What follows belongs to an exercise in optimizing a design on an open flow for a short achievable clock period; a production flow would make more cautious choices. Function was checked by simulation only, so behaviour that the tests miss may differ from the original. In every run shown here, the design's own scripts or RTL, not TritonCTS, make the clock network. The flow treats the clock pin as an ideal source. Dropping or thinning the clock tree relies on that and would not hold on a real chip. Power and IR drop assume default switching activity.

[flow/design.v]
module Fifo
(
input clk,rst, wr_en, rd_en,
input           [7:0] buf_in,
output reg      [7:0] buf_out,
output          [7:0] fifo_counter,
output          buf_empty,
output reg      buf_full
);
reg  [6:0]  cnt_o;    
reg         ne_o;     
reg  [7:0]  lo_r;     
reg  [8:0]  hi_r;     
reg         sh;       
reg         wq;       
reg  [7:0]  din_q;    
reg  [7:0]  wlo;      
reg  [7:0]  whi;      
reg  [7:0]  ent [63:0];
assign fifo_counter = {1'b0, cnt_o};
assign buf_empty    = ~ne_o;
wire [7:0] lo = {lo_r[7:1], ~lo_r[0]};
wire [8:0] hi = {hi_r[8:1], ~hi_r[0]};
wire empty = lo[0] & hi[0];      
wire full  = hi[8];              
function [6:0] enc;
     input [7:0] l;
     input [8:0] h;
     begin
          enc[0] = l[1] | l[3] | l[5] | l[7];
          enc[1] = l[2] | l[3] | l[6] | l[7];
          enc[2] = l[4] | l[5] | l[6] | l[7];
          enc[3] = h[1] | h[3] | h[5] | h[7];
          enc[4] = h[2] | h[3] | h[6] | h[7];
          enc[5] = h[4] | h[5] | h[6] | h[7];
          enc[6] = h[8];
     end
endfunction
wire [7:0] lo_10 = {lo[6:1], lo[0] & ~full, lo[7] | full};
wire [7:0] lo_01 = {lo[0] & ~empty, lo[7:2], lo[1] | empty};
wire [7:0] lo_11 = {lo[7] | full, lo[6:2], lo[1] | empty, lo[0] & ~full & ~empty};
wire [8:0] hi_10 = lo[7] ? {hi[7:0], 1'b0} : hi;
wire [8:0] hi_01 = lo[0] ? {1'b0, hi[8:2], hi[1] | hi[0]} : hi;
wire [8:0] hi_11 = {1'b0, hi[7] | hi[8], hi[6:0]};
wire [6:0] b_10 = enc(lo_10, hi_10);
wire [6:0] b_01 = enc(lo_01, hi_01);
wire [6:0] b_11 = enc(lo_11, hi_11);
wire [6:0] b_00 = enc(lo, hi);
wire       ne_01 = ~(hi[0] & (lo[0] | lo[1]));
wire       f_10  = hi[8] | (lo[7] & hi[7]);
wire [7:0] wlo_1 = {lo[0] & ~empty, lo[7:2], lo[1] | empty};    
wire [7:0] whi_1 = {hi[7] & ~lo[0], lo[0] ? hi[7:2] : hi[6:1], lo[0] ? (hi[1] | hi[0]) : hi[0]};
always @(posedge clk or posedge rst)
begin
if (rst) begin
     cnt_o    <= 7'd0;
     ne_o     <= 1'b0;
     buf_full <= 1'b0;
     lo_r     <= 8'd0;
     hi_r     <= 9'd0;
     wlo      <= 8'd0;
     whi      <= 8'd0;
end else begin
     cnt_o    <= wr_en ? (rd_en ? b_11 : b_10) : (rd_en ? b_01 : b_00);
     ne_o     <= wr_en | (rd_en ? ne_01 : ~empty);
     buf_full <= ~rd_en & (wr_en ? f_10 : full);
     lo_r     <= wr_en ? (rd_en ? {lo_11[7:1], ~lo_11[0]} : {lo_10[7:1], ~lo_10[0]})
                       : (rd_en ? {lo_01[7:1], ~lo_01[0]} : lo_r);
     hi_r     <= wr_en ? (rd_en ? {hi_11[8:1], ~hi_11[0]} : {hi_10[8:1], ~hi_10[0]})
                       : (rd_en ? {hi_01[8:1], ~hi_01[0]} : hi_r);
     wlo      <= rd_en ? wlo_1 : lo;
     whi      <= wr_en ? (rd_en ? whi_1 : hi[7:0]) : 8'd0;
end
end
wire [7:0] head = (wq && lo[1] && hi[0]) ? din_q : (sh ? ent[1] : ent[0]);
wire       re   = rd_en & ~empty;
always @(posedge clk or posedge rst)
begin
if (rst) begin
     buf_out <= 8'd0;
     sh      <= 1'b0;
     wq      <= 1'b0;
end else begin
     if (re)
          buf_out <= head;
     sh <= re;
     wq <= wr_en & ~full;
end
end
always @(posedge clk)
     din_q <= buf_in;
integer i;
always @(posedge clk)
begin
     for (i = 0; i < 64; i = i + 1)
          if (wlo[i % 8] && whi[i / 8])
               ent[i] <= din_q;
          else if (sh && i < 63)
               ent[i] <= ent[i + 1];
end
endmodule
[flow/flow/run.sh]
#!/bin/bash
# The standard layout (standard.sh), except that the clock tree is built
# by flow/mycts.tcl (hooked in through ORFS's PRE_CTS_TCL): the clock port
# drives MY_CTS_COLS clkbuf_16 roots, each driving MY_CTS_ROWS clkbuf_16
# leaves, each driving an equal group of nearby flip-flops.
set -euo pipefail
export PRE_CTS_TCL=$PWD/flow/pre_cts.tcl
export MY_CTS_COLS=4
export MY_CTS_ROWS=8
bash standard.sh > standard.log 2>&1
[flow/flow/mycts.tcl]
proc my_clock_tree {ncol nrow} {
  set block [ord::get_db_block]
  set db [ord::get_db]
  set master [$db findMaster sky130_fd_sc_hd__clkbuf_16]
  set clk [$block findNet clk]
  set sinks {}
  foreach it [$clk getITerms] {
    set inst [$it getInst]
    set bb [$inst getBBox]
    set x [expr {([$bb xMin] + [$bb xMax]) / 2}]
    set y [expr {([$bb yMin] + [$bb yMax]) / 2}]
    lappend sinks [list $x $y $it]
  }
  set n [llength $sinks]
  # columns by x, equal counts
  set sx [lsort -integer -index 0 $sinks]
  set per_col [expr {($n + $ncol - 1) / $ncol}]
  set root_i 0
  set leaf_i 0
  for {set c 0} {$c < $ncol} {incr c} {
    set col [lrange $sx [expr {$c * $per_col}] [expr {($c + 1) * $per_col - 1}]]
    if {[llength $col] == 0} continue
    set rnet [odb::dbNet_create $block "clknet_root_$c"]
    $rnet setSigType CLOCK
    set rinst [odb::dbInst_create $block $master "clkbuf_root_$c"]
    [$rinst findITerm A] connect $clk
    [$rinst findITerm X] connect $rnet
    set sy [lsort -integer -index 1 $col]
    set m [llength $sy]
    set per_row [expr {($m + $nrow - 1) / $nrow}]
    set lx 0; set ly 0; set nl 0
    for {set r 0} {$r < $nrow} {incr r} {
      set grp [lrange $sy [expr {$r * $per_row}] [expr {($r + 1) * $per_row - 1}]]
      if {[llength $grp] == 0} continue
      set lnet [odb::dbNet_create $block "clknet_leaf_${c}_$r"]
      $lnet setSigType CLOCK
      set linst [odb::dbInst_create $block $master "clkbuf_leaf_${c}_$r"]
      [$linst findITerm A] connect $rnet
      [$linst findITerm X] connect $lnet
      set gx 0; set gy 0
      foreach s $grp {
        lassign $s x y it
        $it disconnect
        $it connect $lnet
        set gx [expr {$gx + $x}]; set gy [expr {$gy + $y}]
      }
      set gx [expr {$gx / [llength $grp]}]
      set gy [expr {$gy / [llength $grp]}]
      $linst setLocation $gx $gy
      $linst setPlacementStatus PLACED
      set lx [expr {$lx + $gx}]; set ly [expr {$ly + $gy}]; incr nl
    }
    $rinst setLocation [expr {$lx / $nl}] [expr {$ly / $nl}]
    $rinst setPlacementStatus PLACED
  }
  $clk setSigType CLOCK
  puts "my_clock_tree: $n sinks, $ncol roots, $ncol x $nrow leaves"
}
[flow/flow/pre_cts.tcl]
# Sourced by ORFS's cts.tcl (PRE_CTS_TCL) just before it builds the clock
# tree: replace TritonCTS with the two-level tree of mycts.tcl. The rest of
# cts.tcl (legalisation, timing repair) runs as usual.
source [file join [file dirname [info script]] mycts.tcl]
rename clock_tree_synthesis _tritoncts
proc clock_tree_synthesis {args} {
  my_clock_tree $::env(MY_CTS_COLS) $::env(MY_CTS_ROWS)
}
[flow/standard.sh]
#!/bin/bash
# synth_recipe.tcl (not shown) runs the flow's synth.tcl, then flattens the netlist and writes it again
# the make line also repeats each setting of config.mk as NAME=value (left out here)
make -C /OpenROAD-flow-scripts/flow DESIGN_CONFIG=/design/flow/config.mk WORK_HOME=/design/flow/orfs CLKGATE_MAP_FILE= SYNTH_SCRIPT=/design/flow/synth_recipe.tcl "${@:-finish}"
[flow/config.mk]
export PLATFORM = sky130hd
export DESIGN_NAME = Fifo
export DESIGN_NICKNAME = Fifo
export VERILOG_FILES = /design/flow/design.v
export SDC_FILE = /design/flow/constraint.sdc
export NUM_CORES = 4
export LEC_CHECK = 0
export ABC_CLOCK_PERIOD_IN_PS = 1000
export CAP_MARGIN = 20
export CORE_MARGIN = 2
export CORE_UTILIZATION = 65
export SETUP_SLACK_MARGIN = 2.35
export SLEW_MARGIN = 20
export TNS_END_PERCENT = 100
[flow/constraint.sdc]
create_clock -name core_clock -period 4.0 [get_ports {clk}]
set_input_delay 0.8000 -clock core_clock [delete_from_list [all_inputs] [get_ports {clk}]]
set_output_delay 0.8000 -clock core_clock [all_outputs]
set_load 0.01 [all_outputs]
==> impl_metrics.xml, run 1 <==
<?xml version="1.0" encoding="UTF-8"?>
<metrics>
  <group name="global_route">
    <metric name="met2_usage" unit="%">38.29</metric>
    <metric name="grt_first_pass_wirelength" unit="µm">72760</metric>
    <metric name="global_routing_met3_resource_utilization" unit="%">1.080</metric>
    <metric name="grt_resource_usage_total" unit="%">23.66</metric>
    <metric name="grt_use_met1" unit="%">36.30</metric>
    <metric name="first_global_vias" unit="">12640</metric>
    <metric name="grt.overflow.total" unit="">0</metric>
    <metric name="grt_antenna_before_repair" unit="">1</metric>
    <metric name="grt_start_max_net_pins" unit="">46</metric>
    <metric name="busiest_layer" unit="">met2</metric>
  </group>
  <group name="yosys">
    <metric name="synth_top_family_by_area" unit="">multiplexers</metric>
    <metric name="synth_edf_count" unit="">504</metric>
    <metric name="syn_area_per_cell" unit="µm²">16.24</metric>
    <metric name="post_synth_and_or_nand_nor_area_fraction" unit="%">4.878</metric>
    <metric name="synth_cells" unit="">1526</metric>
    <metric name="synth_cell_type_count" unit="">56</metric>
    <metric name="synth_compound_gate_area_share" unit="%">2.277</metric>
    <metric name="synthXorXnorAreaFrac" unit="%">0</metric>
    <metric name="synthesis.area" unit="µm²">24780</metric>
    <metric name="yosys_most_used_dff" unit="">edfxtp_1</metric>
    <metric name="synthesis.nets" unit="">1539</metric>
    <metric name="async_reset_ff_share" unit="%">9.091</metric>
    <metric name="seq_total_area_yosys" unit="%">67.62</metric>
    <metric name="adder_cell_fraction_of_synth_area" unit="%">0.05049</metric>
    <metric name="warnings_synthesis" unit="">2</metric>
    <metric name="synth.mux.area_fraction" unit="%">23.30</metric>
    <metric name="synth_seq_cells" unit="">572</metric>
  </group>
  <group name="setup_path">
    <metric name="critPathCaptureType" unit="">flip-flop</metric>
    <metric name="biggest_cell_delay_along_the_critical_path" unit="ns">0.42</metric>
    <metric name="crit_fanout" unit="">6</metric>
    <metric name="worstPathCellList" unit="">buf_12 -&gt; inv_12 -&gt; ha_4 -&gt; or3b_4 -&gt; a221o_1</metric>
    <metric name="timing.critical_path.arrival" unit="ns">1.95</metric>
    <metric name="crit_type" unit="">primary input to flip-flop</metric>
    <metric name="cpMaxStageDelayCell" unit="">or3b_4</metric>
    <metric name="timing.critical_path.required" unit="ns">4.24</metric>
    <metric name="critPathLaunchType" unit="">primary input</metric>
  </group>
  <group name="place">
    <metric name="placement.setup.worst_slack" unit="ns">0.9785</metric>
    <metric name="dp.final_hpwl" unit="µm">27490</metric>
    <metric name="routabilityCongestion" unit="">0.7656</metric>
    <metric name="io_buffer_count" unit="">28</metric>
  </group>
  <group name="timing">
    <metric name="finalCriticalPeriod" unit="ns">1.710</metric>
    <metric name="fmax" unit="MHz">584.7</metric>
    <metric name="finalHoldViolations" unit="">0</metric>
    <metric name="setup_viol" unit="">0</metric>
    <metric name="slew-limit-headroom" unit="%">60.26</metric>
    <metric name="finClkSkew" unit="ns">0.01352</metric>
    <metric name="worstMarginPinSlew" unit="ns">0.5961</metric>
    <metric name="worst_slack" unit="ns">2.290</metric>
    <metric name="timing.final.crit_share" unit="%">42.76</metric>
    <metric name="whs" unit="ns">0.4804</metric>
    <metric name="finalSetupTns" unit="ns">0</metric>
    <metric name="grt_setup_unrepaired" unit="">true</metric>
    <metric name="drv_slew" unit="">0</metric>
  </group>
  <group name="routing">
    <metric name="detail_route.vias_per_cell" unit="">6.208</metric>
    <metric name="routed_wire_length_per_instance" unit="µm">23.00</metric>
    <metric name="detailroute.via_count" unit="">12550</metric>
    <metric name="number_of_optimization_iterations_in_the_first_detailed_route_pass" unit="">5</metric>
    <metric name="postRouteWirelength" unit="µm">46480</metric>
    <metric name="ant_nets" unit="">0</metric>
    <metric name="drc" unit="">0</metric>
    <metric name="detail_route.iter0.violations" unit="">722</metric>
  </group>
  <group name="flow_run">
    <metric name="cap_viol_max_count" unit="">0</metric>
  </group>
  <group name="floorplanning">
    <metric name="die_extent_in_x" unit="µm">199.3</metric>
    <metric name="initial_utilization" unit="%">65.94</metric>
    <metric name="boundaryPins" unit="">30</metric>
    <metric name="core_region_area" unit="µm²">37580</metric>
    <metric name="design.die.area" unit="µm²">39700</metric>
    <metric name="total_number_of_placement_rows" unit="">71</metric>
    <metric name="die_height" unit="µm">199.3</metric>
  </group>
  <group name="layout">
    <metric name="insertedDiodeCount" unit="">0</metric>
    <metric name="layout-drive-gt1-share" unit="%">47.42</metric>
    <metric name="area_growth_syn_to_layout" unit="%">8.251</metric>
    <metric name="layout.nets" unit="">1525</metric>
    <metric name="filler_cell_count" unit="">2453</metric>
  </group>
  <group name="pwr">
    <metric name="pwr_density_cell" unit="nW/µm²">568.3</metric>
    <metric name="power_leakage" unit="nW">9.318</metric>
    <metric name="vdd_drop_max" unit="V">0.0004075</metric>
    <metric name="design_power_total" unit="W">0.01524</metric>
  </group>
  <group name="cts">
    <metric name="skew_pair_late_insertion_delay" unit="ns">0.36</metric>
    <metric name="cts.reportedPaths.clkPinSlew" unit="ns">0.07</metric>
  </group>
  <group name="outcome">
    <metric name="outcome" unit="">complete, no violations</metric>
  </group>
  <group name="hold_path">
    <metric name="hold_path_class" unit="">flip-flop to flip-flop</metric>
  </group>
</metrics>
==> cell usage after synthesis, types with 2 or more instances <==
cell type  count  area (µm²)
mux2i_1       12       120.1
dfxtp_1       16       320.3
a211o_1        2       17.52
nand2_1       93       349.1
and2_1        15       93.84
nor2b_1       10       62.56
nand2b_1      65       406.6
o21ai_0        7       35.03
clkbuf_1      92       345.3
nand3_1        2       10.01
edfxtp_1     504       15130
a22oi_1        2       15.01
mux2_2       502        5653
a21o_1         5       37.54
o22ai_1        3       18.77
dfrtp_1       52        1301
a221o_1        6       60.06
o31ai_1        9       67.56
or3_1          2       12.51
nor4b_1        3       26.28
inv_1          7       26.28
o211ai_1       2       15.01
and4b_1        2       20.02
a21oi_1       24       120.1
or4_1          2       15.01
nor2_1        31       116.4
buf_2         15       75.07
a32o_1         3       30.03
a221oi_1       2       17.52
o311ai_1       2       17.52
nor4_1         4       25.02
nor3_1         4       20.02
a31oi_1        3       18.77
==> placed cells by master (no fill, tap or decap), types with 13 or more instances in the layout <==
cell type,netlist,layout
clkbuf_16,0,36
dfrtp_2,0,14
mux2_2,502,502
clkbuf_2,0,13
nand2_1,93,64
nor2_1,31,30
a21oi_1,24,23
dfrtp_1,52,35
nand2_2,0,29
edfxtp_1,504,504
buf_4,1,16
and2_1,15,15
nand2b_2,0,62
==> cell families (layout without fill, tap and decap cells) <==
group,count (synthesis),count (layout)
AND/OR/NAND/NOR,240,240
buffers and inverters,117,101
flip-flops,572,572
adder cells (fa/ha/maj),1,1
other,1,1
AO/OA/AOI/OAI,81,81
multiplexers,514,514
==> report_power, final <==
part           internal, W  total [W]  switching [W]
clock              0.00160    0.00331        0.00171
sequential         0.00849    0.00923       0.000738
combinational      0.00136    0.00270        0.00135
total               0.0115     0.0152        0.00379
==> final cells by class <==
cell class | instances | area [µm²] | share of cell area, %
plain buffers | 36 | 900.9 | 3.358
inverters | 8 | 51.30 | 0.1912
multi-input cells | 837 | 7871 | 29.34
flip-flops and latches | 572 | 16810 | 62.68
well taps | 511 | 639.4 | 2.384
repair buffers | 56 | 539.3 | 2.010
repair inverters | 1 | 7.507 | 0.02799
==> critical path: cells and delay by family <==
| family | cells | cell delay [ns] |
|---|---|---|
| and+or+nand+nor | 1 | 0.42 |
| AOI/OAI and AO/OA | 1 | 0.31 |
| adders and majority gates | 1 | 0.28 |
| buffers and inverters | 2 | 0.13 |
==> per-stage QoR <==
step | util [%] | cells | instance area, µm²
3_5_place_dp | 67.69 | 1970 | 25440
4_1_cts | 71.21 | 2018 | 26760
5_1_grt | 71.38 | 2021 | 26820
2_1_floorplan | - | 1526 | 24870
3_3_place_gp | 67.69 | 1970 | 25440
6_report | 71.38 | 2021 | 26820
==> metal layers <==
metal	wire length, µm	vias up
met5	0	-
met4	1041	0
met3	2012	60
met2	22090	288
met1	21330	6453
li1	-	5746
==> worst paths after layout <==
path	end	slack (ns)	start	depth (start not counted)
min in group asynchronous	cnt_o[6]	0.95	rst	2
worst min-delay path	buf_out[2]	0.48	buf_out[2]	2
worst min register to register	buf_out[2]	0.48	buf_out[2]	2
worst max-delay path	hi_r[1]	2.29	wr_en	5
worst max register to register	ent[54][1]	2.33	wlo[6]	2
max in group asynchronous	sh	2.70	rst	3
==> what timing repair did <==
item,4_1_cts,5_1_grt
setup endpoints to repair,1126,406
pin swaps,12,6
buffers inserted,10,3
hold buffers,0,0
resized for setup,146,73
gates cloned,2,0
==> state kept, by name (all words and copies together) (netlist names), 7 cells and up <==
signal / cells
buf_out: 8
cnt_o: 7
hi_r: 9
wlo: 8
din_q: 8
lo_r: 8
ent: 512
whi: 8
==> run 2: changes to the inputs <==
--- a/flow/design.v
+++ b/flow/design.v
@@ -17,4 +17,5 @@
 reg  [7:0]  wlo;      
 reg  [7:0]  whi;      
+reg  [7:0]  bo_n;     
 reg  [7:0]  ent [63:0];
 assign fifo_counter = {1'b0, cnt_o};
@@ -79,9 +80,10 @@
 if (rst) begin
      buf_out <= 8'd0;
+     bo_n    <= 8'hff;
      sh      <= 1'b0;
      wq      <= 1'b0;
 end else begin
-     if (re)
-          buf_out <= head;
+     buf_out <= re ? head : ~bo_n;
+     bo_n    <= re ? ~head : bo_n;
      sh <= re;
      wq <= wr_en & ~full;
==> run 2 against run 1 <==
Effect of this change: still clean on timing, DRC and antenna; sequential share of layout area decreased by 0.94 points; die area increased by 1.5%; cell count is 2.0% higher; synthesized cell count is 0.66% higher; sequential power grew 6.8%; worst hold slack improved by 0.0041 ns; register-to-register slack barely moved; fmax up 1.1%; clock power rose by 2%; critical path depth down 4; critical path type is now flip-flop to output pin.
==> impl_metrics.xml, run 2 <==
<?xml version="1.0" encoding="UTF-8"?>
<metrics>
  <group name="outcome">
    <metric name="outcome" unit="">complete, no violations</metric>
  </group>
  <group name="routing">
    <metric name="detail_route.iter0.violations" unit="">864</metric>
    <metric name="ant_nets" unit="">0</metric>
    <metric name="number_of_optimization_iterations_in_the_first_detailed_route_pass" unit="">6</metric>
    <metric name="detailroute.via_count" unit="">12950</metric>
    <metric name="routed_wire_length_per_instance" unit="µm">24.32</metric>
    <metric name="postRouteWirelength" unit="µm">50120</metric>
    <metric name="drc" unit="">0</metric>
    <metric name="detail_route.vias_per_cell" unit="">6.281</metric>
  </group>
  <group name="floorplanning">
    <metric name="boundaryPins" unit="">30</metric>
    <metric name="die_extent_in_x" unit="µm">200.7</metric>
    <metric name="total_number_of_placement_rows" unit="">72</metric>
    <metric name="initial_utilization" unit="%">65.40</metric>
    <metric name="die_height" unit="µm">200.7</metric>
    <metric name="design.die.area" unit="µm²">40290</metric>
    <metric name="core_region_area" unit="µm²">38470</metric>
  </group>
  <group name="setup_path">
    <metric name="cp-startpoint" unit="">buf_out[6]</metric>
    <metric name="worst-r2r-setup-slack" unit="ns">2.32</metric>
    <metric name="crit_fanout" unit="">1</metric>
    <metric name="critPathTopFamily" unit="">flip-flops</metric>
    <metric name="critical_path.endpoint" unit="">buf_out[6]</metric>
    <metric name="timing.critical_path.arrival" unit="ns">0.89</metric>
    <metric name="rr_startpoint" unit="">wlo[3]</metric>
    <metric name="cp_num_cells" unit="">1</metric>
    <metric name="biggest_cell_delay_along_the_critical_path" unit="ns">0.37</metric>
    <metric name="crit_type" unit="">flip-flop to output pin</metric>
    <metric name="timing.critical_path.required" unit="ns">3.20</metric>
    <metric name="path_buf_inv" unit="">1</metric>
    <metric name="critPathCaptureType" unit="">output pin</metric>
    <metric name="worstPathCellList" unit="">dlymetal6s2s_1</metric>
    <metric name="critPathLaunchType" unit="">flip-flop</metric>
    <metric name="cpMaxStageDelayCell" unit="">dfrtp_1</metric>
    <metric name="worst-r2r-cell-count" unit="">2</metric>
    <metric name="worstReg2RegEnd" unit="">ent[27][2]</metric>
  </group>
  <group name="yosys">
    <metric name="netlist.area_leader.share" unit="%">60.16</metric>
    <metric name="synth_cells" unit="">1536</metric>
    <metric name="yosys_most_used_dff" unit="">edfxtp_1</metric>
    <metric name="synthesis.nets" unit="">1549</metric>
    <metric name="synthesis.area" unit="µm²">25160</metric>
    <metric name="synth_seq_cells" unit="">580</metric>
    <metric name="syn_area_per_cell" unit="µm²">16.38</metric>
    <metric name="yosys-top-cells-count" unit="">mux2_2, edfxtp_1, nand2_1, clkbuf_1, nand2b_1</metric>
    <metric name="post-synth-top-count-cell" unit="">mux2_2</metric>
    <metric name="synth_cell_type_count" unit="">61</metric>
    <metric name="synth.top_cells.by_area" unit="">edfxtp_1, mux2_2, dfrtp_1, nand2b_1, nand2_1</metric>
    <metric name="synth_edf_count" unit="">504</metric>
    <metric name="warnings_synthesis" unit="">2</metric>
    <metric name="yosysTopAreaCell" unit="">edfxtp_1</metric>
    <metric name="seq_total_area_yosys" unit="%">67.44</metric>
    <metric name="async_reset_ff_share" unit="%">10.34</metric>
  </group>
  <group name="place">
    <metric name="routabilityCongestion" unit="">0.7864</metric>
    <metric name="placement.setup.worst_slack" unit="ns">0.9501</metric>
    <metric name="io_buffer_count" unit="">28</metric>
    <metric name="dp.final_hpwl" unit="µm">28010</metric>
  </group>
  <group name="layout">
    <metric name="area_growth_syn_to_layout" unit="%">9.658</metric>
    <metric name="layout-drive-gt1-share" unit="%">51.20</metric>
    <metric name="layout.cells.most_common" unit="">mux2_2</metric>
    <metric name="number_of_flip_flops_under_the_largest_register_name" unit="">512</metric>
    <metric name="top_regs" unit="">ent (512), hi_r (9)</metric>
    <metric name="largest_register" unit="">ent</metric>
    <metric name="final_cell_mix" unit="">mux2_2, edfxtp_1, nand2_1</metric>
    <metric name="layout.nets" unit="">1556</metric>
  </group>
  <group name="global_route">
    <metric name="grt_antenna_before_repair" unit="">1</metric>
    <metric name="first_global_vias" unit="">13130</metric>
    <metric name="grt_resource_usage_total" unit="%">24.46</metric>
    <metric name="grt_first_pass_wirelength" unit="µm">77080</metric>
    <metric name="grt.overflow.total" unit="">0</metric>
    <metric name="grt_start_max_net_pins" unit="">52</metric>
  </group>
  <group name="hold_path">
    <metric name="hold_path_startpoint" unit="">bo_n[4]</metric>
    <metric name="hold_path_class" unit="">flip-flop to flip-flop</metric>
  </group>
  <group name="timing">
    <metric name="setup_viol" unit="">0</metric>
    <metric name="fmax" unit="MHz">591.0</metric>
    <metric name="finClkSkew" unit="ns">0.03015</metric>
    <metric name="worst_slack" unit="ns">2.308</metric>
    <metric name="drv_slew" unit="">0</metric>
    <metric name="slew-limit-headroom" unit="%">56.28</metric>
    <metric name="finalSetupTns" unit="ns">0</metric>
    <metric name="finalHoldViolations" unit="">0</metric>
    <metric name="finalCriticalPeriod" unit="ns">1.692</metric>
    <metric name="grt_setup_unrepaired" unit="">true</metric>
    <metric name="timing.final.crit_share" unit="%">42.30</metric>
    <metric name="worstMarginPinSlew" unit="ns">0.6558</metric>
  </group>
  <group name="cts">
    <metric name="cts.reportedPaths.clkPinSlew" unit="ns">0.08</metric>
    <metric name="skew_pair_late_insertion_delay" unit="ns">0.37</metric>
  </group>
  <group name="flow_run">
    <metric name="cap_viol_max_count" unit="">0</metric>
  </group>
  <group name="pwr">
    <metric name="power_leakage" unit="nW">9.585</metric>
    <metric name="pwr_density_cell" unit="nW/µm²">611.2</metric>
    <metric name="vdd_drop_max" unit="V">0.0003807</metric>
  </group>
</metrics>
[run 2: changes by cell type after synthesis, sizes merged, moves of 9 or more]
cell	before	now
a21oi	24	15
and2	16	1
mux2	502	526
nor2	31	14
o21ai	8	18
o31ai	9	0
[run 2: layout make-up]
class	count	area, µm²
fill	2415	10880
inverter	9	50.05
timing repair inverter	2	12.51
tap	518	648.1
sequential	580	17030
timing repair buffer	77	813.3
antenna	2	5.005
buffer	36	900.9
multi-input combinational	837	8124
[run 2: timing repair]
action,4_1_cts,5_1_grt
resized for setup,181,59
gates cloned,8,0
endpoints found under the setup margin,1133,229
hold buffers,0,0
setup buffers,23,9
pin swaps,31,0
[run 2: power breakdown]
part	internal, W	switching (W)	leakage, nW	total, W
Clock	0.00161	0.00178	0.444	0.00338
Sequential	0.00897	0.000885	5.65	0.00986
Combinational	0.00188	0.00175	3.49	0.00362
[run 2: how the worst min path moves through the flow]
stage	to	depth (start not counted)	slack (ns)
2_1_floorplan	ent[63][0]	0	0.41
3_3_place_gp	bo_n[0]	2	0.46
3_5_place_dp	bo_n[5]	2	0.48
4_1_cts	bo_n[4]	2	0.47
5_1_grt	bo_n[1]	2	0.50
6_report	bo_n[4]	2	0.48
[run 2: through the flow]
step           instances  hold WS (ns)  utilization [%]  instance area (µm²)  power (W)
2_1_floorplan       1536        0.4064                -                25290    0.01208
3_3_place_gp        1983        0.4634            67.03                25780    0.01304
3_5_place_dp        1983        0.4771            67.03                25780    0.01314
4_1_cts             2050        0.4693            71.44                27480    0.01624
5_1_grt             2059        0.5010            71.71                27580    0.01758
6_report            2061        0.4845            71.72                27590    0.01686
[run 2: per-layer routing]
metal  part of all wire, %  GRT usage [%]
met4                   2.4          5.847
met1                    45          36.21
met2                    49          40.67
met5                     0              0
met3                   4.3          1.364
[run 2: kinds of logic after synthesis]
kind of cell,after synthesis,share of synthesized area [%]
AO/OA/AOI/OAI,85,2.343
adder cells (fa/ha/maj),1,0.04973
buffers and inverters,122,1.984
flip-flops,580,67.44
multiplexers,534,23.89
other,1,0.01491
AND/OR/NAND/NOR,213,4.277
==> run 3: changes to the inputs <==
--- a/flow/design.v
+++ b/flow/design.v
@@ -13,8 +13,8 @@
 reg  [8:0]  hi_r;     
 reg         sh;       
-reg         wq;       
 reg  [7:0]  din_q;    
-reg  [7:0]  wlo;      
-reg  [7:0]  whi;      
+reg  [63:0] wsel;     
+reg  [7:0]  dlo_n;    
+reg  [8:0]  dhi_n;    
 reg  [7:0]  bo_n;     
 reg  [7:0]  ent [63:0];
@@ -50,6 +50,23 @@
 wire       ne_01 = ~(hi[0] & (lo[0] | lo[1]));
 wire       f_10  = hi[8] | (lo[7] & hi[7]);
-wire [7:0] wlo_1 = {lo[0] & ~empty, lo[7:2], lo[1] | empty};    
-wire [7:0] whi_1 = {hi[7] & ~lo[0], lo[0] ? hi[7:2] : hi[6:1], lo[0] ? (hi[1] | hi[0]) : hi[0]};
+wire [7:0] lo_nx = wr_en ? (rd_en ? lo_11 : lo_10) : (rd_en ? lo_01 : lo);
+wire [8:0] hi_nx = wr_en ? (rd_en ? hi_11 : hi_10) : (rd_en ? hi_01 : hi);
+wire [7:0]  dl = ~dlo_n;
+wire [8:0]  dh = ~dhi_n;
+wire [64:0] at;
+genvar g;
+generate
+for (g = 0; g <= 64; g = g + 1) begin : dec
+     assign at[g] = dl[g % 8] & dh[g / 8];
+end
+endgenerate
+wire [63:0] wsel_nx;
+assign wsel_nx[0] = wr_en & (rd_en ? (at[1] | at[0]) : at[0]);
+generate
+for (g = 1; g < 63; g = g + 1) begin : ws
+     assign wsel_nx[g] = wr_en & (rd_en ? at[g + 1] : at[g]);
+end
+endgenerate
+assign wsel_nx[63] = wr_en & ~rd_en & at[63];
 always @(posedge clk or posedge rst)
 begin
@@ -60,19 +77,19 @@
      lo_r     <= 8'd0;
      hi_r     <= 9'd0;
-     wlo      <= 8'd0;
-     whi      <= 8'd0;
+     dlo_n    <= 8'hfe;
+     dhi_n    <= 9'h1fe;
+     wsel     <= 64'd0;
 end else begin
      cnt_o    <= wr_en ? (rd_en ? b_11 : b_10) : (rd_en ? b_01 : b_00);
      ne_o     <= wr_en | (rd_en ? ne_01 : ~empty);
      buf_full <= ~rd_en & (wr_en ? f_10 : full);
-     lo_r     <= wr_en ? (rd_en ? {lo_11[7:1], ~lo_11[0]} : {lo_10[7:1], ~lo_10[0]})
-                       : (rd_en ? {lo_01[7:1], ~lo_01[0]} : lo_r);
-     hi_r     <= wr_en ? (rd_en ? {hi_11[8:1], ~hi_11[0]} : {hi_10[8:1], ~hi_10[0]})
-                       : (rd_en ? {hi_01[8:1], ~hi_01[0]} : hi_r);
-     wlo      <= rd_en ? wlo_1 : lo;
-     whi      <= wr_en ? (rd_en ? whi_1 : hi[7:0]) : 8'd0;
+     lo_r     <= {lo_nx[7:1], ~lo_nx[0]};
+     hi_r     <= {hi_nx[8:1], ~hi_nx[0]};
+     dlo_n    <= wr_en ? (rd_en ? ~lo_11 : ~lo_10) : (rd_en ? ~lo_01 : dlo_n);
+     dhi_n    <= wr_en ? (rd_en ? ~hi_11 : ~hi_10) : (rd_en ? ~hi_01 : dhi_n);
+     wsel     <= wsel_nx;
 end
 end
-wire [7:0] head = (wq && lo[1] && hi[0]) ? din_q : (sh ? ent[1] : ent[0]);
+wire [7:0] head = wsel[0] ? din_q : (sh ? ent[1] : ent[0]);
 wire       re   = rd_en & ~empty;
 always @(posedge clk or posedge rst)
@@ -82,10 +99,8 @@
      bo_n    <= 8'hff;
      sh      <= 1'b0;
-     wq      <= 1'b0;
 end else begin
      buf_out <= re ? head : ~bo_n;
      bo_n    <= re ? ~head : bo_n;
      sh <= re;
-     wq <= wr_en & ~full;
 end
 end
@@ -96,5 +111,5 @@
 begin
      for (i = 0; i < 64; i = i + 1)
-          if (wlo[i % 8] && whi[i / 8])
+          if (wsel[i])
                ent[i] <= din_q;
           else if (sh && i < 63)
==> run 3 against run 2 <==
Effect of this change: still clean on timing, DRC and antenna; core utilization up 0.60 points; sequential share of layout area fell by 0.13 points; worst hold slack worse by 0.0079 ns; power decreased by 6.1%; via count up 11%; combinational power decreased by 27%; sequential power fell by 2%; wire length is 12% higher; first-iteration DRC count is 42% higher; die area up 8.7%; worst setup slack worse by 0.097 ns; highest routed layer unchanged.
==> impl_metrics.xml, run 3 <==
<?xml version="1.0" encoding="UTF-8"?>
<metrics>
  <group name="layout">
    <metric name="stdcell_count" unit="">2250</metric>
    <metric name="largest_register" unit="">ent</metric>
    <metric name="number_of_flip_flops_under_the_largest_register_name" unit="">512</metric>
    <metric name="top_regs" unit="">ent (512), wsel (64)</metric>
    <metric name="filler_cell_count" unit="">2525</metric>
    <metric name="layout.nets" unit="">1727</metric>
    <metric name="area_growth_syn_to_layout" unit="%">10.29</metric>
    <metric name="insertedDiodeCount" unit="">0</metric>
    <metric name="layout-drive-gt1-share" unit="%">48.80</metric>
    <metric name="final_cell_mix" unit="">edfxtp_1, mux2_2, dfrtp_1</metric>
    <metric name="layout.cells.most_common" unit="">edfxtp_1</metric>
  </group>
  <group name="setup_path">
    <metric name="worstPathCellList" unit="">clkbuf_2</metric>
    <metric name="rr_startpoint" unit="">lo_r[7]</metric>
    <metric name="worst-r2r-setup-slack" unit="ns">2.41</metric>
    <metric name="timing.critical_path.arrival" unit="ns">0.99</metric>
    <metric name="biggest_cell_delay_along_the_critical_path" unit="ns">0.47</metric>
    <metric name="critPathCaptureType" unit="">output pin</metric>
    <metric name="worstReg2RegEnd" unit="">cnt_o[0]</metric>
    <metric name="crit_fanout" unit="">1</metric>
    <metric name="critPathLaunchType" unit="">flip-flop</metric>
    <metric name="critPathTopFamily" unit="">flip-flops</metric>
    <metric name="path_buf_inv" unit="">1</metric>
    <metric name="crit_type" unit="">flip-flop to output pin</metric>
    <metric name="cp-startpoint" unit="">buf_out[2]</metric>
    <metric name="timing.critical_path.required" unit="ns">3.20</metric>
    <metric name="cpMaxStageDelayCell" unit="">dfrtp_2</metric>
    <metric name="worst-r2r-cell-count" unit="">3</metric>
  </group>
  <group name="timing">
    <metric name="fmax" unit="MHz">559.0</metric>
    <metric name="finClkSkew" unit="ns">0.02639</metric>
    <metric name="finalHoldViolations" unit="">0</metric>
    <metric name="worstMarginPinSlew" unit="ns">0.7832</metric>
    <metric name="timing.final.crit_share" unit="%">44.73</metric>
    <metric name="grt_setup_unrepaired" unit="">true</metric>
    <metric name="finalCriticalPeriod" unit="ns">1.789</metric>
    <metric name="slew-limit-headroom" unit="%">47.50</metric>
    <metric name="setup_viol" unit="">0</metric>
    <metric name="drv_slew" unit="">0</metric>
    <metric name="finalSetupTns" unit="ns">0</metric>
  </group>
  <group name="floorplanning">
    <metric name="core_region_area" unit="µm²">41760</metric>
    <metric name="design.die.area" unit="µm²">43780</metric>
    <metric name="die_extent_in_x" unit="µm">209.2</metric>
    <metric name="initial_utilization" unit="%">65.57</metric>
    <metric name="total_number_of_placement_rows" unit="">75</metric>
    <metric name="die_height" unit="µm">209.2</metric>
    <metric name="boundaryPins" unit="">30</metric>
  </group>
  <group name="pwr">
    <metric name="combPwrFrac" unit="%">16.8</metric>
    <metric name="vdd_drop_max" unit="V">0.0003261</metric>
    <metric name="share_clk_of_total_power" unit="%">22.1</metric>
    <metric name="power_switching_share" unit="%">24.71</metric>
    <metric name="power.internal" unit="W">0.01193</metric>
    <metric name="power_leakage" unit="nW">10.73</metric>
    <metric name="net-switching-power" unit="W">0.003914</metric>
    <metric name="pwr-share-seq" unit="%">61.1</metric>
    <metric name="pwr_density_cell" unit="nW/µm²">524.6</metric>
  </group>
  <group name="global_route">
    <metric name="first_global_vias" unit="">14930</metric>
    <metric name="grt_start_max_net_pins" unit="">46</metric>
    <metric name="grt.overflow.total" unit="">0</metric>
    <metric name="grt_first_pass_wirelength" unit="µm">86470</metric>
    <metric name="grt_antenna_before_repair" unit="">2</metric>
    <metric name="grt_resource_usage_total" unit="%">25.40</metric>
  </group>
  <group name="hold_path">
    <metric name="hold_path_startpoint" unit="">bo_n[7]</metric>
    <metric name="whs_path_depth" unit="">2</metric>
    <metric name="holdPathEnd" unit="">bo_n[7]</metric>
    <metric name="hold_path_class" unit="">flip-flop to flip-flop</metric>
  </group>
  <group name="outcome">
    <metric name="outcome" unit="">complete, no violations</metric>
  </group>
  <group name="place">
    <metric name="routabilityCongestion" unit="">0.8403</metric>
    <metric name="io_buffer_count" unit="">28</metric>
    <metric name="dp.final_hpwl" unit="µm">32260</metric>
    <metric name="total_placed_cells_including_tap_cells" unit="">2140</metric>
  </group>
  <group name="yosys">
    <metric name="synth_seq_cells" unit="">643</metric>
    <metric name="post_synth_and_or_nand_nor_area_fraction" unit="%">4.031</metric>
    <metric name="synth_cell_type_count" unit="">67</metric>
    <metric name="synthesis.area" unit="µm²">27380</metric>
    <metric name="synth_edf_count" unit="">504</metric>
    <metric name="warnings_synthesis" unit="">2</metric>
    <metric name="synth.mux.area_fraction" unit="%">21.35</metric>
    <metric name="yosysTopAreaCell" unit="">edfxtp_1</metric>
    <metric name="yosys-top-cells-count" unit="">edfxtp_1, mux2_2, clkbuf_1, dfrtp_1, nor2_1</metric>
    <metric name="synth_top_family_by_area" unit="">multiplexers</metric>
    <metric name="syn_area_per_cell" unit="µm²">15.80</metric>
    <metric name="synthesis.nets" unit="">1747</metric>
    <metric name="netlist.area_leader.share" unit="%">55.28</metric>
    <metric name="synth.top_cells.by_area" unit="">edfxtp_1, mux2_2, dfrtp_1, dfstp_2, clkbuf_1</metric>
    <metric name="synth_cells" unit="">1733</metric>
    <metric name="async_reset_ff_share" unit="%">19.13</metric>
    <metric name="adder_cell_fraction_of_synth_area" unit="%">0.09140</metric>
    <metric name="synthXorXnorAreaFrac" unit="%">0</metric>
    <metric name="yosys_most_used_dff" unit="">edfxtp_1</metric>
    <metric name="synth_compound_gate_area_share" unit="%">3.551</metric>
    <metric name="post-synth-top-count-cell" unit="">edfxtp_1</metric>
    <metric name="seq_total_area_yosys" unit="%">67.79</metric>
  </group>
  <group name="flow_run">
    <metric name="cap_viol_max_count" unit="">0</metric>
  </group>
  <group name="routing">
    <metric name="postRouteWirelength" unit="µm">55920</metric>
    <metric name="detail_route.vias_per_cell" unit="">6.360</metric>
    <metric name="drc" unit="">0</metric>
    <metric name="ant_nets" unit="">0</metric>
    <metric name="routed_wire_length_per_instance" unit="µm">24.85</metric>
    <metric name="detail_route.iter0.violations" unit="">1225</metric>
    <metric name="detailroute.via_count" unit="">14310</metric>
    <metric name="number_of_optimization_iterations_in_the_first_detailed_route_pass" unit="">5</metric>
  </group>
  <group name="cts">
    <metric name="cts.reportedPaths.clkPinSlew" unit="ns">0.08</metric>
    <metric name="skew_pair_late_insertion_delay" unit="ns">0.37</metric>
    <metric name="cts_hold_buf" unit="">0</metric>
  </group>
</metrics>
## run 3: cell types whose count changed after synthesis, moves of 19 or more
cell and delta:
clkbuf_1 +57, inv_1 +19, nor2_1 +76, dfrtp_1 +49, nand2b_1 -57, or2_2 +64, nand2_1 -63, mux2_2 -27
## run 3: logic make-up (layout without fill, tap and decap cells)
logic type,count (synthesis),count (layout)
DFF,643,643
muxes,522,522
and+or+nand+nor,226,226
buffers and inverters,204,180
AOI/OAI and AO/OA,135,137
adders and majority gates,2,2
other,1,1
## run 3: metal layers
layer  GRT usage, %  part of all wire [%]  vias to the layer above
li1               -                     -                     6307
met1          36.56                    44                     7477
met2          43.78                    49                      434
met3          1.368                   4.2                       93
met4          5.271                   2.8                        0
met5              0                     0                        -
## run 3: repair_timing
| item | in CTS | in global routing |
|---|---|---|
| gates cloned | 15 | 0 |
| setup buffers | 51 | 8 |
| setup endpoints to repair | 864 | 201 |
| endpoints found under the hold margin | 0 | 0 |
| pin swaps | 38 | 0 |
| gates resized for setup | 162 | 48 |
## run 3: worst max path at each step
stage          cells past startpoint                    endpoint
2_1_floorplan                      1  asynchronous set/reset pin
3_3_place_gp                       7                     lo_r[1]
3_5_place_dp                       7                     lo_r[1]
4_1_cts                            7                     hi_r[7]
5_1_grt                            1                  buf_out[2]
6_report                           1                  buf_out[2]
## run 3: layout make-up
| cell class | instances | area [µm²] | share of cell area, % |
|---|---|---|---|
| repair inverters | 1 | 5.005 | 0.01657 |
| multi-input cells | 888 | 8438 | 27.94 |
| plain buffers | 36 | 900.9 | 2.983 |
| repair buffers | 115 | 1440 | 4.769 |
| inverters | 28 | 132.6 | 0.4392 |
| flip-flops and latches | 643 | 18610 | 61.62 |
| well taps | 539 | 674.4 | 2.233 |
## run 3: worst min-delay path, stage by stage (launching register included)
cell     delay, ns
dfstp_2       0.36
nand2_1       0.06
o21ai_2       0.06
## run 3: through the flow
step	utilization [%]	total power, W	hold slack, ns	setup slack [ns]	instance area (µm²)
final	72.31	0.01584	0.4766	2.211	30200
after global routing	72.31	0.01646	0.4912	2.191	30200
after CTS	72.14	0.01522	0.4662	2.152	30120
after detailed placement	66.78	0.01218	0.4832	1.441	27890
after global placement	66.78	0.01209	0.4631	1.450	27890
after floorplan	-	0.01138	0.4064	1.707	27660
## run 3: power groups by stage
| stage | logic (W) | clock network, W | registers [W] |
|---|---|---|---|
| final | 0.00266 | 0.00351 | 0.00967 |
| after global routing | 0.00288 | 0.00378 | 0.00980 |
| after CTS | 0.00259 | 0.00277 | 0.00986 |
| after detailed placement | 0.00236 | 0 | 0.00982 |
| after global placement | 0.00230 | 0 | 0.00979 |
| after floorplan | 0.00207 | 0 | 0.00931 |
==> run 4: changes to the inputs <==
==> flow/flow/run.sh (replaced) <==
#!/bin/bash
# The standard layout (standard.sh), except that:
# - the clock tree is built by flow/mycts.tcl (hooked in through ORFS's
#   PRE_CTS_TCL): the clock port drives MY_CTS_COLS roots, each driving
#   MY_CTS_ROWS leaves, each driving an equal group of nearby flip-flops;
# - the port buffers that ORFS adds to every input and output are
#   buf_6 instead of the smallest buffer;
# - timing repair may resize a cell to one of another footprint
#   (MATCH_CELL_FOOTPRINT=0; the platform sets 1).
# Everything standard.sh runs logs to standard.log and ORFS's own logs.
set -euo pipefail
export PRE_CTS_TCL=$PWD/flow/pre_cts.tcl
export MY_CTS_COLS=4
export MY_CTS_ROWS=8
export MY_CTS_ROOT_CELL=sky130_fd_sc_hd__buf_16
export MY_CTS_LEAF_CELL=sky130_fd_sc_hd__clkbuf_16
export BUFFER_PORTS_ARGS="-buffer_cell sky130_fd_sc_hd__buf_6"
bash standard.sh MATCH_CELL_FOOTPRINT=0 finish > standard.log 2>&1
--- a/flow/flow/mycts.tcl
+++ b/flow/flow/mycts.tcl
@@ -2,5 +2,10 @@
   set block [ord::get_db_block]
   set db [ord::get_db]
-  set master [$db findMaster sky130_fd_sc_hd__clkbuf_16]
+  set rcell sky130_fd_sc_hd__clkbuf_16
+  set lcell sky130_fd_sc_hd__clkbuf_16
+  if {[info exists ::env(MY_CTS_ROOT_CELL)]} { set rcell $::env(MY_CTS_ROOT_CELL) }
+  if {[info exists ::env(MY_CTS_LEAF_CELL)]} { set lcell $::env(MY_CTS_LEAF_CELL) }
+  set rmaster [$db findMaster $rcell]
+  set lmaster [$db findMaster $lcell]
   set clk [$block findNet clk]
   set sinks {}
@@ -23,5 +28,5 @@
     set rnet [odb::dbNet_create $block "clknet_root_$c"]
     $rnet setSigType CLOCK
-    set rinst [odb::dbInst_create $block $master "clkbuf_root_$c"]
+    set rinst [odb::dbInst_create $block $rmaster "clkbuf_root_$c"]
     [$rinst findITerm A] connect $clk
     [$rinst findITerm X] connect $rnet
@@ -35,5 +40,5 @@
       set lnet [odb::dbNet_create $block "clknet_leaf_${c}_$r"]
       $lnet setSigType CLOCK
-      set linst [odb::dbInst_create $block $master "clkbuf_leaf_${c}_$r"]
+      set linst [odb::dbInst_create $block $lmaster "clkbuf_leaf_${c}_$r"]
       [$linst findITerm A] connect $rnet
       [$linst findITerm X] connect $lnet
==> run 4 against run 3 <==
Effect of this change: still clean; die area is the same; sequential cell count is the same; sequential power is essentially flat; global-route usage shrank 0.32 points; core utilization shrank 0.71 points; fmax grew 3.0%; critical path type unchanged; critical endpoint is now buf_out[5]; largest cell class unchanged.
==> impl_metrics.xml, run 4 <==
<?xml version="1.0" encoding="UTF-8"?>
<metrics>
  <group name="global_route">
    <metric name="grt_antenna_before_repair" unit="">0</metric>
    <metric name="first_global_vias" unit="">14550</metric>
    <metric name="grt_use_met1" unit="%">35.87</metric>
    <metric name="met2_usage" unit="%">42.16</metric>
    <metric name="grt.overflow.total" unit="">0</metric>
    <metric name="grt_resource_usage_total" unit="%">25.08</metric>
    <metric name="global_routing_met3_resource_utilization" unit="%">2.555</metric>
    <metric name="grt_start_max_net_pins" unit="">49</metric>
    <metric name="grt_first_pass_wirelength" unit="µm">84930</metric>
    <metric name="busiest_layer" unit="">met2</metric>
  </group>
  <group name="pwr">
    <metric name="design_power_total" unit="W">0.01587</metric>
    <metric name="power_leakage" unit="nW">10.59</metric>
    <metric name="pwr_density_cell" unit="nW/µm²">530.8</metric>
    <metric name="vdd_drop_max" unit="V">0.0003113</metric>
  </group>
  <group name="setup_path">
    <metric name="cp_num_cells" unit="">1</metric>
    <metric name="critPathCaptureType" unit="">output pin</metric>
    <metric name="worstReg2RegEnd" unit="">cnt_o[2]</metric>
    <metric name="crit_fanout" unit="">1</metric>
    <metric name="timing.critical_path.arrival" unit="ns">0.94</metric>
    <metric name="critPathLaunchType" unit="">flip-flop</metric>
    <metric name="path_buf_inv" unit="">1</metric>
    <metric name="timing.critical_path.required" unit="ns">3.20</metric>
    <metric name="critPathTopFamily" unit="">flip-flops</metric>
    <metric name="worst-r2r-setup-slack" unit="ns">2.39</metric>
    <metric name="worst-r2r-cell-count" unit="">4</metric>
    <metric name="worstPathCellList" unit="">buf_6</metric>
    <metric name="biggest_cell_delay_along_the_critical_path" unit="ns">0.47</metric>
    <metric name="cpMaxStageDelayCell" unit="">dfrtp_2</metric>
    <metric name="crit_type" unit="">flip-flop to output pin</metric>
  </group>
  <group name="flow_run">
    <metric name="cap_viol_max_count" unit="">0</metric>
  </group>
  <group name="place">
    <metric name="dpl-instance-area" unit="µm²">27900</metric>
    <metric name="dp.final_hpwl" unit="µm">31400</metric>
    <metric name="routabilityCongestion" unit="">0.7708</metric>
    <metric name="io_buffer_count" unit="">28</metric>
  </group>
  <group name="routing">
    <metric name="detailroute.via_count" unit="">13970</metric>
    <metric name="routed_wire_length_per_instance" unit="µm">24.45</metric>
    <metric name="number_of_optimization_iterations_in_the_first_detailed_route_pass" unit="">5</metric>
    <metric name="ant_nets" unit="">0</metric>
    <metric name="detail_route.iter0.violations" unit="">936</metric>
    <metric name="detail_route.vias_per_cell" unit="">6.251</metric>
    <metric name="drc" unit="">0</metric>
    <metric name="postRouteWirelength" unit="µm">54660</metric>
  </group>
  <group name="timing">
    <metric name="finalSetupTns" unit="ns">0</metric>
    <metric name="drv_slew" unit="">0</metric>
    <metric name="finalCriticalPeriod" unit="ns">1.737</metric>
    <metric name="worstMarginPinSlew" unit="ns">0.9881</metric>
    <metric name="timing.final.crit_share" unit="%">43.43</metric>
    <metric name="finClkSkew" unit="ns">0.02939</metric>
    <metric name="fmax" unit="MHz">575.7</metric>
    <metric name="grt_setup_unrepaired" unit="">true</metric>
    <metric name="finalHoldViolations" unit="">0</metric>
    <metric name="setup_viol" unit="">0</metric>
    <metric name="slew-limit-headroom" unit="%">33.76</metric>
  </group>
  <group name="floorplanning">
    <metric name="total_number_of_placement_rows" unit="">75</metric>
    <metric name="boundaryPins" unit="">30</metric>
    <metric name="initial_utilization" unit="%">65.57</metric>
    <metric name="core_region_area" unit="µm²">41760</metric>
    <metric name="design.die.area" unit="µm²">43780</metric>
    <metric name="die_extent_in_x" unit="µm">209.2</metric>
    <metric name="die_height" unit="µm">209.2</metric>
  </group>
  <group name="layout">
    <metric name="layout.cells.most_common" unit="">edfxtp_1</metric>
    <metric name="final_cell_mix" unit="">edfxtp_1, mux2_2, dfrtp_1</metric>
    <metric name="largest_register" unit="">ent</metric>
    <metric name="area_growth_syn_to_layout" unit="%">9.208</metric>
    <metric name="filler_cell_count" unit="">2628</metric>
    <metric name="layout.nets" unit="">1712</metric>
    <metric name="top_regs" unit="">ent (512), wsel (64)</metric>
    <metric name="finalCoreUtilization" unit="%">71.60</metric>
    <metric name="layout-drive-gt1-share" unit="%">47.76</metric>
    <metric name="number_of_flip_flops_under_the_largest_register_name" unit="">512</metric>
    <metric name="insertedDiodeCount" unit="">0</metric>
    <metric name="final_cell_area" unit="µm²">29900</metric>
  </group>
  <group name="hold_path">
    <metric name="hold_path_class" unit="">flip-flop to flip-flop</metric>
    <metric name="holdPathEnd" unit="">bo_n[0]</metric>
    <metric name="whs_path_depth" unit="">2</metric>
    <metric name="hold_path_startpoint" unit="">bo_n[0]</metric>
  </group>
  <group name="yosys">
    <metric name="yosysTopAreaCell" unit="">edfxtp_1</metric>
    <metric name="synth_edf_count" unit="">504</metric>
    <metric name="synth_seq_cells" unit="">643</metric>
    <metric name="synth_cell_type_count" unit="">67</metric>
    <metric name="netlist.area_leader.share" unit="%">55.28</metric>
    <metric name="synthesis.area" unit="µm²">27380</metric>
    <metric name="post-synth-top-count-cell" unit="">edfxtp_1</metric>
    <metric name="synth.top_cells.by_area" unit="">edfxtp_1, mux2_2, dfrtp_1, dfstp_2, clkbuf_1</metric>
    <metric name="syn_area_per_cell" unit="µm²">15.80</metric>
    <metric name="synthesis.nets" unit="">1747</metric>
    <metric name="warnings_synthesis" unit="">2</metric>
    <metric name="seq_total_area_yosys" unit="%">67.79</metric>
    <metric name="synth_cells" unit="">1733</metric>
    <metric name="yosys_most_used_dff" unit="">edfxtp_1</metric>
    <metric name="yosys-top-cells-count" unit="">edfxtp_1, mux2_2, clkbuf_1, dfrtp_1, nor2_1</metric>
    <metric name="async_reset_ff_share" unit="%">19.13</metric>
  </group>
  <group name="outcome">
    <metric name="outcome" unit="">complete, no violations</metric>
  </group>
  <group name="cts">
    <metric name="cts.reportedPaths.clkPinSlew" unit="ns">0.08</metric>
    <metric name="cts_hold_buf" unit="">0</metric>
    <metric name="skew_pair_late_insertion_delay" unit="ns">0.34</metric>
  </group>
</metrics>
==> run 4: cells by family after synthesis <==
logic type / count (synthesis) / share of synthesized area [%]
adder cells (fa/ha/maj): 2 / 0.09138
multiplexers: 522 / 21.35
AO/OA/AOI/OAI: 135 / 3.551
flip-flops: 643 / 67.79
AND/OR/NAND/NOR: 226 / 4.031
buffers and inverters: 204 / 3.171
other: 1 / 0.01370
==> run 4: cell type report <==
class	count	area (µm²)	share of cell area, %
inverters	28	142.6	0.4770
plain buffers	36	910.9	3.046
well taps	539	674.4	2.255
repair buffers	99	1259	4.210
flip-flops and latches	643	18610	62.23
multi-input cells	889	8303	27.77
repair inverters	1	5.005	0.01674
==> run 4: report_power, final <==
part           switching (W)  total, W  internal, W
logic                0.00128   0.00267      0.00139
clock network        0.00189   0.00354      0.00165
registers           0.000719   0.00966      0.00894
==> run 4: worst max-delay path by stage <==
| stage | from | endpoint | slack, ns |
|---|---|---|---|
| 5_1_grt | buf_out[5] | buf_out[5] | 2.22 |
| 3_3_place_gp | wr_en | lo_r[1] | 1.36 |
| 2_1_floorplan | rst | asynchronous set/reset pin | 1.71 |
| 4_1_cts | wr_en | dlo_n[5] | 2.15 |
| 6_report | buf_out[5] | buf_out[5] | 2.26 |
| 3_5_place_dp | wr_en | lo_r[1] | 1.33 |
==> run 4: per-stage QoR <==
| stage | hold slack, ns | instances | worst slack, ns |
|---|---|---|---|
| floorplan | 0.4064 | 1733 | 1.707 |
| global placement | 0.4875 | 2138 | 1.358 |
| detailed placement | 0.4941 | 2138 | 1.332 |
| CTS | 0.4652 | 2229 | 2.146 |
| global route | 0.4939 | 2235 | 2.224 |
| finish | 0.4739 | 2235 | 2.263 |
==> run 4: repair_timing <==
action,CTS,global route
gates cloned,13,0
gates resized for setup,100,7
setup buffers,42,6
endpoints found under the setup margin,908,246
pin swaps,32,0
==> run 4: metal layers <==
metal / part of all wire [%] / wire [µm] / up-vias
li1: - / - / 6272
met1: 44 / 23900 / 7235
met2: 49 / 26590 / 364
met3: 4.6 / 2518 / 99
met4: 3.0 / 1642 / 0
met5: 0 / 0 / -
==> run 5: changes to the inputs <==
--- a/flow/flow/run.sh
+++ b/flow/flow/run.sh
@@ -15,4 +15,5 @@
 export MY_CTS_ROOT_CELL=sky130_fd_sc_hd__buf_16
 export MY_CTS_LEAF_CELL=sky130_fd_sc_hd__clkbuf_16
+export MY_MOVE_OUTPUT_FLOPS=1
 export BUFFER_PORTS_ARGS="-buffer_cell sky130_fd_sc_hd__buf_6"
 bash standard.sh MATCH_CELL_FOOTPRINT=0 finish > standard.log 2>&1
==> flow/flow/outflops.tcl (new file) <==
# Move the flip-flop that drives each output port (through the port's
# buffer, and at most one more single-fanout cell such as an inverter) next
# to that buffer, so that the flip-flop's output wire is short. Legalisation
# (detailed_placement in cts.tcl) then settles the cells into rows.
proc my_driver_inst {net} {
  if {$net eq "NULL" || $net eq ""} { return "" }
  foreach it [$net getITerms] {
    if {[$it isOutputSignal]} { return [$it getInst] }
  }
  return ""
}
proc my_sole_input_net {inst} {
  set nets {}
  foreach it [$inst getITerms] {
    if {[$it isInputSignal]} {
      set n [$it getNet]
      if {$n ne "NULL"} { lappend nets $n }
    }
  }
  if {[llength $nets] == 1} { return [lindex $nets 0] }
  return ""
}
proc my_move_output_flops {} {
  set block [ord::get_db_block]
  set moved 0
  foreach bt [$block getBTerms] {
    if {[$bt getIoType] ne "OUTPUT"} continue
    set buf [my_driver_inst [$bt getNet]]
    if {$buf eq ""} continue
    set anchor $buf
    set cur $buf
    for {set step 0} {$step < 3} {incr step} {
      set in [my_sole_input_net $cur]
      if {$in eq ""} break
      set drv [my_driver_inst $in]
      if {$drv eq ""} break
      # only single-fanout nets: the cell feeds nothing else
      if {[llength [$in getITerms]] != 2} break
      set loc [$anchor getLocation]
      set w [[$drv getMaster] getWidth]
      $drv setLocation [expr {[lindex $loc 0] - $w}] [lindex $loc 1]
      $drv setPlacementStatus PLACED
      incr moved
      if {[string match "*df*" [[$drv getMaster] getName]]} break
      set anchor $drv
      set cur $drv
    }
  }
  puts "my_move_output_flops: moved $moved cells"
}
==> flow/flow/pre_cts.tcl (replaced) <==
# Sourced by ORFS's cts.tcl (PRE_CTS_TCL) just before it builds the clock
# tree: if MY_MOVE_OUTPUT_FLOPS is 1, move the flip-flops that drive the
# outputs next to the output buffers (outflops.tcl); then replace TritonCTS
# with the two-level tree of mycts.tcl. The rest of cts.tcl (legalisation,
# timing repair) runs as usual.
source [file join [file dirname [info script]] mycts.tcl]
source [file join [file dirname [info script]] outflops.tcl]
if {[info exists ::env(MY_MOVE_OUTPUT_FLOPS)] && $::env(MY_MOVE_OUTPUT_FLOPS)} {
  my_move_output_flops
}
rename clock_tree_synthesis _tritoncts
proc clock_tree_synthesis {args} {
  my_clock_tree $::env(MY_CTS_COLS) $::env(MY_CTS_ROWS)
}
==> run 5 against run 4 <==
Effect of this change: still clean on timing, DRC and antenna; worst setup slack gained 0.090 ns; wire length shrank 1.5%; register-to-register slack lost 0.03 ns; design area shrank 0.35%; clock power is essentially flat; sequential cell count is the same; cell count shrank 0.27%; combinational power is essentially flat; synthesized cell count is the same; first-iteration DRC count shrank 6.5%; critical path type unchanged; highest routed layer unchanged.
==> impl_metrics.xml, run 5 <==
<?xml version="1.0" encoding="UTF-8"?>
<metrics>
  <group name="outcome">
    <metric name="outcome" unit="">complete, no violations</metric>
  </group>
  <group name="hold_path">
    <metric name="hold_path_class" unit="">flip-flop to flip-flop</metric>
    <metric name="hold_path_startpoint" unit="">bo_n[3]</metric>
    <metric name="whs_path_depth" unit="">2</metric>
    <metric name="holdPathEnd" unit="">bo_n[3]</metric>
  </group>
  <group name="timing">
    <metric name="finalCriticalPeriod" unit="ns">1.647</metric>
    <metric name="setup_viol" unit="">0</metric>
    <metric name="finClkSkew" unit="ns">0.03187</metric>
    <metric name="grt_setup_unrepaired" unit="">true</metric>
    <metric name="finalSetupTns" unit="ns">0</metric>
    <metric name="slew-limit-headroom" unit="%">59.01</metric>
    <metric name="timing.final.crit_share" unit="%">41.17</metric>
    <metric name="drv_slew" unit="">0</metric>
    <metric name="finalHoldViolations" unit="">0</metric>
    <metric name="fmax" unit="MHz">607.3</metric>
    <metric name="worstMarginPinSlew" unit="ns">0.6136</metric>
  </group>
  <group name="yosys">
    <metric name="netlist.area_leader.share" unit="%">55.28</metric>
    <metric name="post-synth-top-count-cell" unit="">edfxtp_1</metric>
    <metric name="synth_seq_cells" unit="">643</metric>
    <metric name="syn_area_per_cell" unit="µm²">15.80</metric>
    <metric name="synthesis.area" unit="µm²">27380</metric>
    <metric name="synth_cells" unit="">1733</metric>
    <metric name="yosys_most_used_dff" unit="">edfxtp_1</metric>
    <metric name="yosys-top-cells-count" unit="">edfxtp_1, mux2_2, clkbuf_1, dfrtp_1, nor2_1</metric>
    <metric name="yosysTopAreaCell" unit="">edfxtp_1</metric>
    <metric name="async_reset_ff_share" unit="%">19.13</metric>
    <metric name="seq_total_area_yosys" unit="%">67.79</metric>
    <metric name="warnings_synthesis" unit="">2</metric>
    <metric name="synthesis.nets" unit="">1747</metric>
    <metric name="synth_cell_type_count" unit="">67</metric>
    <metric name="synth.top_cells.by_area" unit="">edfxtp_1, mux2_2, dfrtp_1, dfstp_2, clkbuf_1</metric>
    <metric name="synth_edf_count" unit="">504</metric>
  </group>
  <group name="layout">
    <metric name="top_regs" unit="">ent (512), wsel (64)</metric>
    <metric name="layout.nets" unit="">1705</metric>
    <metric name="final_cell_area" unit="µm²">29800</metric>
    <metric name="stdcell_count" unit="">2229</metric>
    <metric name="final_cell_mix" unit="">edfxtp_1, mux2_2, dfrtp_1</metric>
    <metric name="layout-drive-gt1-share" unit="%">47.78</metric>
    <metric name="number_of_flip_flops_under_the_largest_register_name" unit="">512</metric>
    <metric name="area_growth_syn_to_layout" unit="%">8.824</metric>
    <metric name="largest_register" unit="">ent</metric>
    <metric name="layout.cells.most_common" unit="">edfxtp_1</metric>
  </group>
  <group name="routing">
    <metric name="drc" unit="">0</metric>
    <metric name="ant_nets" unit="">0</metric>
    <metric name="routed_wire_length_per_instance" unit="µm">24.15</metric>
    <metric name="postRouteWirelength" unit="µm">53840</metric>
    <metric name="detail_route.iter0.violations" unit="">875</metric>
    <metric name="detail_route.vias_per_cell" unit="">6.195</metric>
    <metric name="number_of_optimization_iterations_in_the_first_detailed_route_pass" unit="">5</metric>
    <metric name="detailroute.via_count" unit="">13810</metric>
  </group>
  <group name="setup_path">
    <metric name="worstPathCellList" unit="">inv_2 -&gt; buf_6</metric>
    <metric name="critPathCaptureType" unit="">output pin</metric>
    <metric name="worstReg2RegEnd" unit="">cnt_o[2]</metric>
    <metric name="worst-r2r-setup-slack" unit="ns">2.36</metric>
    <metric name="cpMaxStageDelayCell" unit="">dfrtp_1</metric>
    <metric name="critPathLaunchType" unit="">flip-flop</metric>
    <metric name="biggest_cell_delay_along_the_critical_path" unit="ns">0.38</metric>
    <metric name="timing.critical_path.arrival" unit="ns">0.85</metric>
    <metric name="worst-r2r-cell-count" unit="">4</metric>
    <metric name="timing.critical_path.required" unit="ns">3.20</metric>
    <metric name="crit_fanout" unit="">1</metric>
    <metric name="crit_type" unit="">flip-flop to output pin</metric>
  </group>
  <group name="place">
    <metric name="dp.final_hpwl" unit="µm">31400</metric>
    <metric name="total_placed_cells_including_tap_cells" unit="">2138</metric>
    <metric name="dpl-instance-area" unit="µm²">27900</metric>
    <metric name="routabilityCongestion" unit="">0.7708</metric>
    <metric name="io_buffer_count" unit="">28</metric>
  </group>
  <group name="global_route">
    <metric name="grt_antenna_before_repair" unit="">1</metric>
    <metric name="grt.overflow.total" unit="">0</metric>
    <metric name="grt_start_max_net_pins" unit="">49</metric>
    <metric name="grt_resource_usage_total" unit="%">24.95</metric>
    <metric name="grt_first_pass_wirelength" unit="µm">84560</metric>
    <metric name="first_global_vias" unit="">14450</metric>
  </group>
  <group name="floorplanning">
    <metric name="total_number_of_placement_rows" unit="">75</metric>
    <metric name="die_height" unit="µm">209.2</metric>
    <metric name="design.die.area" unit="µm²">43780</metric>
    <metric name="core_region_area" unit="µm²">41760</metric>
    <metric name="boundaryPins" unit="">30</metric>
    <metric name="initial_utilization" unit="%">65.57</metric>
    <metric name="die_extent_in_x" unit="µm">209.2</metric>
  </group>
  <group name="cts">
    <metric name="skew_pair_late_insertion_delay" unit="ns">0.34</metric>
    <metric name="cts.reportedPaths.clkPinSlew" unit="ns">0.08</metric>
    <metric name="cts_hold_buf" unit="">0</metric>
  </group>
  <group name="flow_run">
    <metric name="cap_viol_max_count" unit="">0</metric>
  </group>
  <group name="pwr">
    <metric name="vdd_drop_max" unit="V">0.0003143</metric>
    <metric name="power_leakage" unit="nW">10.54</metric>
    <metric name="design_power_total" unit="W">0.01586</metric>
    <metric name="pwr_density_cell" unit="nW/µm²">532.3</metric>
  </group>
</metrics>
[run 5: cell types whose count changed in the layout (fill, tap and decap cells not counted), sizes merged]
cell | before | now
buf | 95 | 91
o21ai | 32 | 30
clkbuf | 40 | 39
diode | 0 | 1
[run 5: what timing repair did]
item	4_1_cts	5_1_grt
setup endpoints to repair	937	255
pin swaps	22	1
setup buffers	43	3
cloned	8	0
resized for setup	96	5
[run 5: cells by family after synthesis]
group	count (synthesis)	synth area share, %
AND/OR/NAND/NOR	226	4.031
adder cells (fa/ha/maj)	2	0.09138
buffers and inverters	204	3.171
AO/OA/AOI/OAI	135	3.551
other	1	0.01370
flip-flops	643	67.79
multiplexers	522	21.35
[run 5: worst max-delay path by stage]
stage                     startpoint                          to  slack, ns  cells past startpoint
after global placement         wr_en                     lo_r[1]       1.36                      7
after detailed placement       wr_en                     lo_r[1]       1.33                      7
after CTS                      wr_en                     lo_r[1]       2.18                      5
final                           ne_o                   buf_empty       2.35                      2
after floorplan                  rst  asynchronous set/reset pin       1.71                      1
after global routing       flip-flop                    cnt_o[2]       2.29                      4
[run 5: final cells by class]
class / instances / area (µm²)
repair buffers: 94 / 1156
repair inverters: 1 / 7.507
flip-flops and latches: 643 / 18600
plain buffers: 36 / 910.9
diodes: 1 / 2.502
inverters: 28 / 140.1
fillers: 2648 / 11960
multi-input cells: 887 / 8300
well taps: 539 / 674.4
[run 5: worst max-delay path: cells and delay by family, from the launching register on]
| family | cells | cell delay, ns |
|---|---|---|
| buffers and inverters | 2 | 0.14 |
| flip-flops | 1 | 0.38 |
[run 5: metrics by stage]
| stage | hold slack, ns | util (%) | setup slack [ns] |
|---|---|---|---|
| 3_3_place_gp | 0.4875 | 66.82 | 1.358 |
| 2_1_floorplan | 0.4064 | - | 1.707 |
| 6_report | 0.4743 | 71.35 | 2.353 |
| 4_1_cts | 0.4633 | 71.23 | 2.180 |
| 3_5_place_dp | 0.4941 | 66.82 | 1.332 |
| 5_1_grt | 0.4941 | 71.35 | 2.294 |
[run 5: routing by layer]
metal	part of all wire (%)	global-route usage (%)	wire length [µm]
met1	44	36.13	23890
met2	49	42.02	26500
met3	3.9	2.014	2092
met4	2.5	5.616	1357
met5	0	0	0
[run 5: where the power goes]
| group | leakage [nW] | internal (W) | switching (W) |
|---|---|---|---|
| combinational | 3.57 | 0.00139 | 0.00129 |
| clock | 0.445 | 0.00165 | 0.00189 |
| sequential | 6.53 | 0.00894 | 0.000696 |

-- static timing again, ports no longer ideal --
How much do the figures lean on ideal ports? The routed layouts below were timed once more, with nothing changed but the port constraints. Step 1 assumes that a clkbuf_16 drives the clock port and a buf_2 every other input. Step 2, shift: input delay + t, output delay - t, t = (earliest + latest rising clock arrival at the registers) / 2. This alone moves slack from input paths to output paths. Three values: no drivers, after step 1, after step 2; two values: the first two.
run | shift t [ns] | setup WS [ns] | clock arrival spread, ns | slew at the worst register clock pin (ns) | worst data-port slew with drivers (ns)
run 1 | 0.442 | 2.290 / 2.198 / 1.871 | 0.015 / 0.016 | 0.08 / 0.08 | 0.07
run 2 | 0.449 | 2.308 / 2.212 / 1.970 | 0.034 / 0.034 | 0.08 / 0.08 | 0.11
run 3 | 0.453 | 2.211 / 2.113 / 1.884 | 0.030 / 0.030 | 0.09 / 0.09 | 0.29
run 4 | 0.445 | 2.263 / 2.145 / 1.843 | 0.031 / 0.032 | 0.09 / 0.09 | 0.27
run 5 | 0.446 | 2.353 / 2.235 / 1.921 | 0.035 / 0.035 | 0.09 / 0.09 | 0.22
After both steps setup and hold are still met in every run listed. For run 5, which loses most, drivers alone change the setup slack by -0.118 ns; drivers and shift together by -0.432 ns.
